What follows belongs to an exercise in optimizing a design on an open flow for small area, a short achievable clock period and few clock cycles; a production flow would make more cautious choices. Only simulation tests tie the RTL to the original design; equivalence was not proved. Power is estimated from default activity; no workload was simulated.

## milestone1
module milestone1(
   input  logic        clock,
   input  logic        resetn,
   input  logic [15:0] SRAM_read_data,
   output logic [17:0] SRAM_address,
   output logic [15:0] SRAM_write_data,
   output logic        SRAM_we_n,
   input  logic        M1_start,
   output logic        M1_end
);
Size in the first run: roughly 1800 cells after synthesis, roughly 400 flip-flops, roughly 55 I/O pins.
Settings: LEC_CHECK=0, CAP_MARGIN=20, CORE_MARGIN=2, CORE_UTILIZATION=60, CTS_CLUSTER_DIAMETER=100, CTS_CLUSTER_SIZE=30, SLEW_MARGIN=20, SYNTH_HIERARCHICAL=1, SYNTH_MINIMUM_KEEP_SIZE=0; clock period 11.0 ns.
standard.sh (not shown) runs the stock make flow with config.mk's settings and CLKGATE_MAP_FILE= SYNTH_SCRIPT=/design/flow/synth_recipe.tcl, a recipe that flattens the netlist after the stock synthesis.
==> flow/flow/run.sh <==
#!/bin/bash
# The standard layout; the timing repair aims at a tighter setup target
# (repair_timing setup margin), and the clock tree is built without dummy loads.
# Clock and constraints are unchanged.
set -euo pipefail
bash standard.sh SETUP_SLACK_MARGIN=7.7 "CTS_ARGS=-sink_clustering_enable -repair_clock_nets -sink_clustering_size 30 -sink_clustering_max_diameter 100 -dont_use_dummy_load" finish > standard.log 2>&1
Testbench counts at the start, summed over its fixed seeds: cycles 1,157,880.
Change:
==> flow/flow/run.sh (replaced) <==
#!/bin/bash
# The standard layout; the timing repair aims at a tighter setup target
# (repair_timing setup margin), and the clock tree is built without dummy loads.
# Clock and constraints are unchanged.
set -euo pipefail
bash standard.sh SETUP_SLACK_MARGIN=7.75 "CTS_ARGS=-sink_clustering_enable -repair_clock_nets -sink_clustering_size 30 -sink_clustering_max_diameter 100 -dont_use_dummy_load" finish > standard.log 2>&1
--- a/flow/config.mk
+++ b/flow/config.mk
@@ -12,0 +13 @@
+export PLACE_DENSITY = 0.75
Outcome: Synthesized area is unchanged. Worst setup slack stays flat. Via count rises slightly. Power hardly moves. Register-to-register slack stays flat.
Change:
==> flow/flow/run.sh (replaced) <==
#!/bin/bash
# The standard layout; the timing repair aims at a tighter setup target
# (repair_timing setup margin), and the clock tree is built without dummy loads.
# Clock and constraints are unchanged.
set -euo pipefail
bash standard.sh SETUP_SLACK_MARGIN=7.7 "CTS_ARGS=-sink_clustering_enable -repair_clock_nets -sink_clustering_size 30 -sink_clustering_max_diameter 100 -dont_use_dummy_load" finish > standard.log 2>&1
--- a/flow/config.mk
+++ b/flow/config.mk
@@ -16,0 +17 @@
+export TNS_END_PERCENT = 20
- The new run produced a clean layout
- final area came out lower by 0.34%
- cell count falls by 0.91%
- worst hold slack stays flat
- via count went down by 0.62%
- register-to-register slack is worse by 0.04 ns
- power went down by 0.33%
- maximum frequency shrinks by 1.9%
Change:
--- a/flow/config.mk
+++ b/flow/config.mk
@@ -12,0 +13 @@
+export GPL_ROUTABILITY_DRIVEN = 0
@@ -17 +17,0 @@
-export TNS_END_PERCENT = 20
After rerunning:
- global-route usage increases by 0.24 points
- core utilization decreases by 0.14 points
- maximum frequency increases by about 1.8%
- setup slack gains 0.059 ns
- via count increases by about 2%
- wire length increases by about 1.3%
- worst hold slack gains 0.037 ns

========
Starting RTL as in the previous note.
==> flow/config.mk <==
export PLATFORM = sky130hd
export DESIGN_NAME = milestone1
export DESIGN_NICKNAME = milestone1
export VERILOG_FILES = /design/flow/design.v
export SDC_FILE = /design/flow/constraint.sdc
export NUM_CORES = 4
export LEC_CHECK = 0
export CAP_MARGIN = 20
export CORE_MARGIN = 2
export CORE_UTILIZATION = 70
export CTS_CLUSTER_DIAMETER = 100
export CTS_CLUSTER_SIZE = 30
export PLACE_DENSITY = 0.85
export SLEW_MARGIN = 20
export SYNTH_HIERARCHICAL = 1
export SYNTH_MINIMUM_KEEP_SIZE = 0
==> flow/constraint.sdc <==
create_clock -name core_clock -period 11.0 [get_ports {clock}]
set_input_delay 2.2000 -clock core_clock [delete_from_list [all_inputs] [get_ports {clock}]]
set_output_delay 2.2000 -clock core_clock [all_outputs]
set_load 0.01 [all_outputs]
==> flow/flow/run.sh <==
#!/bin/bash
# The standard layout; the timing repair aims at a tighter setup target
# (repair_timing setup margin), and the clock tree is built without dummy loads.
# Clock and constraints are unchanged.
set -euo pipefail
bash standard.sh SETUP_SLACK_MARGIN=7.7 "CTS_ARGS=-sink_clustering_enable -repair_clock_nets -sink_clustering_size 30 -sink_clustering_max_diameter 100 -dont_use_dummy_load" finish > standard.log 2>&1
The starting point passed the timing, design-rule and antenna checks.
Testbench counts at the start, summed over its fixed seeds: cycles 1,157,880.
Next try:
==> flow/flow/run.sh (replaced) <==
#!/bin/bash
# The standard layout; the timing repair aims at a tighter setup target
# (repair_timing setup margin), and the clock tree is built without dummy loads.
# Clock and constraints are unchanged.
set -euo pipefail
bash standard.sh SETUP_SLACK_MARGIN=7.7 "CTS_ARGS=-sink_clustering_enable -repair_clock_nets -sink_clustering_size 20 -sink_clustering_max_diameter 80 -buf_list sky130_fd_sc_hd__clkbuf_8 -dont_use_dummy_load" finish > standard.log 2>&1
- CORE_UTILIZATION: 70 -> 60
- CTS_BUF_LIST: not set -> sky130_fd_sc_hd__clkbuf_8
- CTS_CLUSTER_DIAMETER: 100 -> 80
- CTS_CLUSTER_SIZE: 30 -> 20
- PLACE_DENSITY: 0.85 -> 0.75
What happened:
- total power is lower by 3.3%
- routed wire length is lower by about 5%
- clock skew is higher by 0.044 ns
- clock power is lower by 10%
- critical path depth is unchanged
- worst hold slack barely changes
- worst setup slack is worse by 0.14 ns
- area after synthesis does not change
- core utilization is lower by 11 points

-- afterwards: timing with drivers on the ports --
Ports are ideal in the flow. The routed layouts listed here were re-timed in OpenROAD. Step 1 sets driving cells, clkbuf_16 on the clock port and buf_2 on the other inputs (assumed; they add their load-dependent delay and slew). Step 2 times the ports against the registers' clock, not the clock port: input delays grow and output delays shrink by t, the midpoint of the rising clock arrivals with the driver on. a / b / c = ideal ports / drivers / drivers and shift; a / b = the first two.
run	t, ns	setup WS [ns]	worst setup path after step 2	latest minus earliest clock arrival (ns)	pins driven straight from the clock port
the first run of note 1	0.566	7.700 / 7.644 / 7.787	register to register	0.058 / 0.059	1
the second run of note 1	0.561	7.701 / 7.649 / 7.796	register to register	0.074 / 0.074	1
the third run of note 1	0.559	7.635 / 7.583 / 7.763	register to register	0.073 / 0.073	1
the fourth run of note 1	0.560	7.694 / 7.640 / 7.792	register to register	0.068 / 0.069	1
the first run of note 2	0.558	7.702 / 7.648 / 7.734	input to register	0.081 / 0.081	1
the second run of note 2	0.657	7.565 / 7.512 / 7.768	register to register	0.119 / 0.118	1
After both steps setup and hold are still met in every run listed.
